From an optimization exercise on the open Yosys and OpenROAD flow, aimed at small area; shortcuts taken in it are not production practice.
No functional check of the RTL was part of this run.
Power figures rest on the tool's default switching activity, not on a simulated workload.

**config.mk**
```make
export PLATFORM = sky130hd
export DESIGN_NAME = acc_bias_relu
export DESIGN_NICKNAME = acc_bias_relu
export VERILOG_FILES = /design/flow/design.v
export SDC_FILE = /design/flow/constraint.sdc
export NUM_CORES = 4
export LEC_CHECK = 0
export CAP_MARGIN = 20
export CORE_AREA = 10 10 650 450
export CTS_BUF_LIST = sky130_fd_sc_hd__clkbuf_8
export DIE_AREA = 0 0 660 460
export SLEW_MARGIN = 40
```
**flow/run.sh**
```bash
#!/bin/bash
# The standard layout, with each port buffered by the smallest buffer (buf_1) instead of the
# cell buffer_ports picks on its own.
set -euo pipefail
export BUFFER_PORTS_ARGS="-buffer_cell sky130_fd_sc_hd__buf_1"
bash standard.sh > standard.log 2>&1
```
**design.v**
```verilog
`timescale 1ns / 1ps
module relu_lane (input [21:0] a, input [21:0] b, output [6:0] y);
wire [21:0] p = a ^ b;
wire [21:0] g = a & b;
wire g10 = g[1] | (p[1] & g[0]);
wire p32 = p[3] & p[2];
wire g32 = g[3] | (p[3] & g[2]);
wire g54 = g[5] | (p[5] & g[4]);
wire p54 = p[5] & p[4];
wire g30 = g32 | (p32 & g10);
wire c6 = g54 | (p54 & g30);
wire c7 = g[6] | (p[6] & c6);
wire s6 = p[6] ^ c6;
wire [7:0] G1, P1, G2, P2, G3, P3;
genvar i;
generate for (i = 0; i < 8; i = i + 1) begin : l1
    if (i % 2 == 1) begin : o
        assign G1[i] = g[7+i] | (p[7+i] & g[6+i]);
        assign P1[i] = p[7+i] & p[6+i];
    end else begin : e
        assign G1[i] = g[7+i];
        assign P1[i] = p[7+i];
    end
end endgenerate
generate for (i = 0; i < 8; i = i + 1) begin : l2
    if (i % 4 >= 2) begin : o
        assign G2[i] = G1[i] | (P1[i] & G1[(i/4)*4+1]);
        assign P2[i] = P1[i] & P1[(i/4)*4+1];
    end else begin : e
        assign G2[i] = G1[i];
        assign P2[i] = P1[i];
    end
end endgenerate
generate for (i = 0; i < 8; i = i + 1) begin : l3
    if (i >= 4) begin : o
        assign G3[i] = G2[i] | (P2[i] & G2[3]);
        assign P3[i] = P2[i] & P2[3];
    end else begin : e
        assign G3[i] = G2[i];
        assign P3[i] = P2[i];
    end
end endgenerate
wire [8:0] c;
assign c[0] = c7;
generate for (i = 0; i < 8; i = i + 1) begin : cc
    assign c[i+1] = G3[i] | (P3[i] & c7);
end endgenerate
wire [7:0] q = p[14:7] ^ c[7:0];    
wire [6:0] k;                       
assign k[0] = s6;
generate for (i = 1; i < 7; i = i + 1) begin : ic
    assign k[i] = k[i-1] & q[i-1];
end endgenerate
wire sat = q[7] | (k[6] & q[6]);
wire [6:0] r = q[6:0] ^ k;
wire gh1 = g[16] | (p[16] & g[15]);
wire ph1 = p[16] & p[15];
wire gh2 = g[18] | (p[18] & g[17]);
wire ph2 = p[18] & p[17];
wire gh3 = g[20] | (p[20] & g[19]);
wire ph3 = p[20] & p[19];
wire gh = gh3 | (ph3 & (gh2 | (ph2 & gh1)));
wire ph = ph3 & ph2 & ph1;
wire c21 = gh | (ph & c[8]);
wire neg = g[21] | (p[21] & ~c21);
assign y = neg ? 7'd0 : (r | {7{sat}});
endmodule
`timescale 1ns / 1ps
module acc_bias_relu(
    input i_add4_end,
    input clk,
    input rst_n,
    input layer1,
    output o_acc_end,
    input [15:0] i_acc_bias_fm_col,
    input i_add4_valid,
    input signed [22*32-1:0] i_add4_data,
    input signed [22*32-1:0] i_bias,
    input [15:0] i_bias_addr_base,
    output [15:0] o_sel_bias_addr,
    output [8*32-1:0] o_acc_data_out,
    output o_acc_data_out_valid
    );
wire [7*32-1:0] res;
genvar k;
generate
    for (k = 0; k < 32; k = k + 1) begin : lane
        relu_lane u (.a(i_add4_data[22*k +: 22]), .b(i_bias[22*k +: 22]), .y(res[7*k +: 7]));
    end
endgenerate
reg [7*32-1:0] d1, d2, d3, d4, d5;
always @(posedge clk) begin
    d1 <= res;
    d2 <= d1;
    d3 <= d2;
    d4 <= d3;
    d5 <= d4;
end
reg [4:0] vld;
reg [15:0] sel_bias_addr_buf;
reg acc_end_ff1, acc_end_ff2;
always @(posedge clk) begin
    if (!rst_n) begin
        vld <= 0;
        sel_bias_addr_buf <= i_bias_addr_base;
        acc_end_ff1 <= 0;
        acc_end_ff2 <= 0;
    end else begin
        vld <= {vld[3:0], i_add4_valid};
        if (i_add4_end)
            sel_bias_addr_buf <= sel_bias_addr_buf + 16'd32;
        acc_end_ff1 <= i_add4_end;
        acc_end_ff2 <= acc_end_ff1;
    end
end
generate
    for (k = 0; k < 32; k = k + 1) begin : outb
        if (k < 16) begin : lo
            assign o_acc_data_out[8*k +: 8] = {1'b0, d5[7*k +: 7]};
        end else begin : hi
            assign o_acc_data_out[8*k +: 8] = {1'b0, d5[7*k +: 7] & {7{layer1}}};
        end
    end
endgenerate
assign o_acc_data_out_valid = vld[4];
assign o_sel_bias_addr = sel_bias_addr_buf;
assign o_acc_end = acc_end_ff2;
endmodule
```
**constraint.sdc**
```tcl
create_clock -name core_clock -period 5.0 [get_ports {clk}]
set_input_delay 1.0000 -clock core_clock [delete_from_list [all_inputs] [get_ports {clk}]]
set_output_delay 1.0000 -clock core_clock [all_outputs]
set_load 0.01 [all_outputs]
```
**standard.sh**
```bash
#!/bin/bash
# synth_recipe.tcl (not shown) runs the flow's synth.tcl, then flattens the netlist and writes it again
# the make line also repeats each setting of config.mk as NAME=value (left out here)
make -C /OpenROAD-flow-scripts/flow DESIGN_CONFIG=/design/flow/config.mk WORK_HOME=/design/flow/orfs CLKGATE_MAP_FILE= SYNTH_SCRIPT=/design/flow/synth_recipe.tcl "${@:-finish}"
```
==> reports/results.tsv <==
stage	metric	value	unit
status	outcome	no timing/DRC/antenna violations	
clock_network	post_cts_resized	0	
timing	fin_crit	4.24	ns
placed_design	gp_congestion	0.965	
worst_hold_path	whs_path_depth	0	
final_layout	final_net_count	8352	
die	start_util	17.3	%
synthesis	synth_xor_area_share	3.65	%
route	drt-initial-drc-count	2863	
critical_path	crit_chain	buf_1 > ha_1 > a31o_2 > a21o_1 > a21oi_1 > nor2_1 > a211oi_1 > fa_1 > inv_1 > fa_1 > ha_1 > ha_1 > ha_1 > ha_1 > ha_1 > ha_1 > ha_1 > o21bai_1 > o21a_1	
synthesis	synth_edf_count	16	
critical_path	cp_slowest_stage_delay	0.45	ns
critical_path	cp_max_fo	7	
clock_network	clk-insertion-delay-late	0.92	ns
route	vias	38700	
critical_path	cp-end-kind	register	
synthesis	async_reset_ff_share	0	%
clock_network	clockBufferDepth	4	
synthesis	synth_top_area_share	46.5	%
placed_design	portBuffers	1670	
synthesis	synthFlopType	dfxtp_1	
timing	finalCritPeriodShare	84.9	%
critical_path	worstReg2RegStart	sel_bias_addr_buf[8]$_DFFE_PN_	
synthesis	yosysWarnings	1	
route	postRouteAntennaNets	0	
critical_path	worst_path_max_delay_cell	fa_1	
synthesis	synthCells	4191	
critical_path	critPathTopFamily	adder cells	
clock_network	clkSlewWorstSetupHoldPaths	0.07	ns
critical_path	cp.arrival	4.97	ns
synthesis	ys_top_cells_by_area	dfxtp_1 (47%), ha_1 (22%), a21oi_1 (2.8%)	
final_layout	mostFrequentLayoutCells	buf_1 (1,662), dfxtp_1 (1,127), ha_1 (865), a21oi_1 (267), clkbuf_8 (223)	
critical_path	r2r_end	sel_bias_addr_buf[15]$_DFFE_PN_	
timing	timing.fmax	0.236	GHz
clock_network	cts_setup_buffers	0	
critical_path	reg2regPathDepth	6	
die	die_y	460	µm
clock_network	cts_tree	yes	
critical_path	cp_num_buf_inv	2	
timing	tightest_slew	0.974	ns
synthesis	syn_area	0.0485	mm²
grt	antenna_found_initial	272	
critical_path	required	5.73	ns
final_layout	drive_gt1_share	6.48	%
clock_network	root_buffer	clkbuf_8	
worst_hold_path	min_from	d4[85]$_DFF_P_	
synthesis	synth_compound_area_share	13.2	%
run	cap_violations	0	
synthesis	yosysTopAreaCell	dfxtp_1	
timing	finalHoldViolCount	0	
timing	setup_violations	0	
synthesis	syn_avg_cell_area	11.6	µm²
grt	grt_max_degree	37	
route	drt_wl_total	266	mm
route	drt_pass1_iterations	8	
route	post_drt_wl_per_cell	26.7	µm
final_layout	finalNonFillerCells	9948	
timing	slew_headroom	35.3	%
die	core_area	0.280	mm²
pwr	cellLeakagePower	27.0	nW
synthesis	synth_mux_area_share	0.0232	%
final_layout	final_util	22.6	%
grt	grt_pass1_vias	37900	
clock_network	cts-buffers-inserted	187	
die	die_w	660	µm
placed_design	place_hpwl	241	mm
grt	grtUsageTotal	16.6	%
final_layout	layout_commonest_cell	buf_1	
critical_path	worstSetupPathType	in2reg	
die	ios	1719	
synthesis	synth-seq-area-share	47.5	%
synthesis	synth_cell_types	54	
worst_hold_path	hold_path_class	reg2reg	
synthesis	synth-simple-area-share	6.86	%
placed_design	dp_cells	9538	
critical_path	cp_common_cell	ha_1	
timing	drv_slew	0	
die	die_area	0.304	mm²
grt	grt_pass1_wl	338	mm
synthesis	synthAdderAreaFrac	25.0	%
timing	rsz0062_at_grt	no	
die	rows	161	
clock_network	cts_hold_buf	0	
synthesis	synth_top_family_by_area	adder cells	
timing	skew	0.0824	ns
route	vias_per_cell	3.89	
final_layout	synthToLayoutAreaGrowth	30.4	%
pwr	power_density	411	mW/mm²
grt	overflow	0	
worst_hold_path	whs_endpoint	d5[85]$_DFF_P_	
route	route.detailed.drc	0	
critical_path	worstSetupStartpointType	primary input	
critical_path	reg2reg_slack	3.39	ns
clock_network	clkSinkCount	1143	
clock_network	htree_levels	4	
pwr	vdd_drop_max	0.228	mV
synthesis	ys_ff_latch	1143	
## layout make-up
class                   instances  area [µm²]
multi-input cells            2734       23700
clock buffers                 223        3070
inverters                     186         698
clock inverters               100         952
flip-flops and latches       1143       23000
fillers                     30700      217000
repair buffers               1726        6810
diodes                         87         218
well taps                    3749        4690
## logic make-up after synthesis
kind of cell | after synthesis
flip-flops | 1143
AO/OA/AOI/OAI | 932
adder cells (fa/ha/maj) | 929
AND/OR/NAND/NOR | 643
buffers and inverters | 345
XOR/XNOR | 197
other | 1
multiplexers | 1
## registers in the layout (all words and copies together), names as in the netlist
name and cells:
d3 224, d1 224, d4 224, vld 5
sel_bias_addr_buf 16, acc_end_ff2 1, d5 224, acc_end_ff1 1
d2 224
## synth_stat cells (74+ instances only)
master and number:
nand2_1 76, inv_1 186, xnor2_1 114, buf_4 144, nor2_1 195, xor2_1 80
a21oi_1 267, and2_1 119, o21ai_0 74, ha_1 865, a21o_1 123, o31a_1 107
dfxtp_1 1127, o21a_1 117
## metrics by stage
stage | hold slack [ns] | setup TNS, ns | power, W | instance area [µm²] | worst slack [ns]
floorplan | 0.310 | 0 | 0.0149 | 48600 | 0.455
global placement | 0.310 | -1.23 | 0.0173 | 58900 | -0.0706
detailed placement | 0.312 | -3.52 | 0.0173 | 58900 | -0.195
CTS | 0.146 | 0 | 0.0264 | 63000 | 0.937
global route | 0.235 | 0 | 0.0275 | 63000 | 0.646
finish | 0.255 | 0 | 0.0259 | 63200 | 0.757
## layer usage
metal	routed length (µm)	track usage (%)	vias to the layer above
met5	681	0	-
met3	32200	7.39	528
met2	121000	27.0	1968
met1	105000	19.7	17600
met4	7680	4.50	104
li1	-	-	18500
## power by group
| group | internal [W] | switching [W] | total, W |
|---|---|---|---|
| logic | 0.00199 | 0.00297 | 0.00496 |
| registers | 0.0114 | 0.000746 | 0.0122 |
| clock network | 0.00495 | 0.00388 | 0.00883 |
| total | 0.0183 | 0.00760 | 0.0259 |
## worst max path at each step
stage | depth (start not counted) | end | slack (ns) | startpoint
final | 19 | d1[86]$_SDFF_PP0_ | 0.76 | i_add4_data[265]
after CTS | 18 | d1[106]$_SDFF_PP0_ | 0.94 | i_add4_data[331]
after global placement | 19 | d1[51]$_SDFF_PP0_ | -0.07 | i_add4_data[155]
after global routing | 21 | d1[209]$_SDFF_PP0_ | 0.65 | i_add4_data[639]
after detailed placement | 21 | d1[208]$_SDFF_PP0_ | -0.19 | i_add4_data[639]
after floorplan | 18 | d1[126]$_SDFF_PP0_ | 0.46 | i_add4_data[397]
## worst register-to-register path: stages (launching register included)
cell and delay [ns]:
edfxtp_1 0.46, and3_1 0.23, and3_1 0.19, nand3_1 0.11, nor2_1 0.15, xnor2_1 0.13
a21oi_1 0.08

separate check: timing with driven ports:
Ports are ideal in the flow. The routed layout listed here was re-timed in OpenROAD. Step 1 assumes that a clkbuf_16 drives the clock port and a buf_2 every other input. Step 2 moves the port delays by t, midway between the first and last clock arrival at a register: inputs arrive t later, outputs are due t later. That takes back most of the time a late clock gives input paths. a / b / c = ideal / step 1 / step 2; a / b = the first two.
shift t [ns]: 0.942
slack for setup (ns): 0.757 / 0.758 / -0.184
worst data-port slew with drivers (ns): 0.47
Met with ideal ports but missed after step 2: setup timing in this run. The setup slack of this run moves by +0.001 ns with the drivers and by -0.941 ns with both steps.
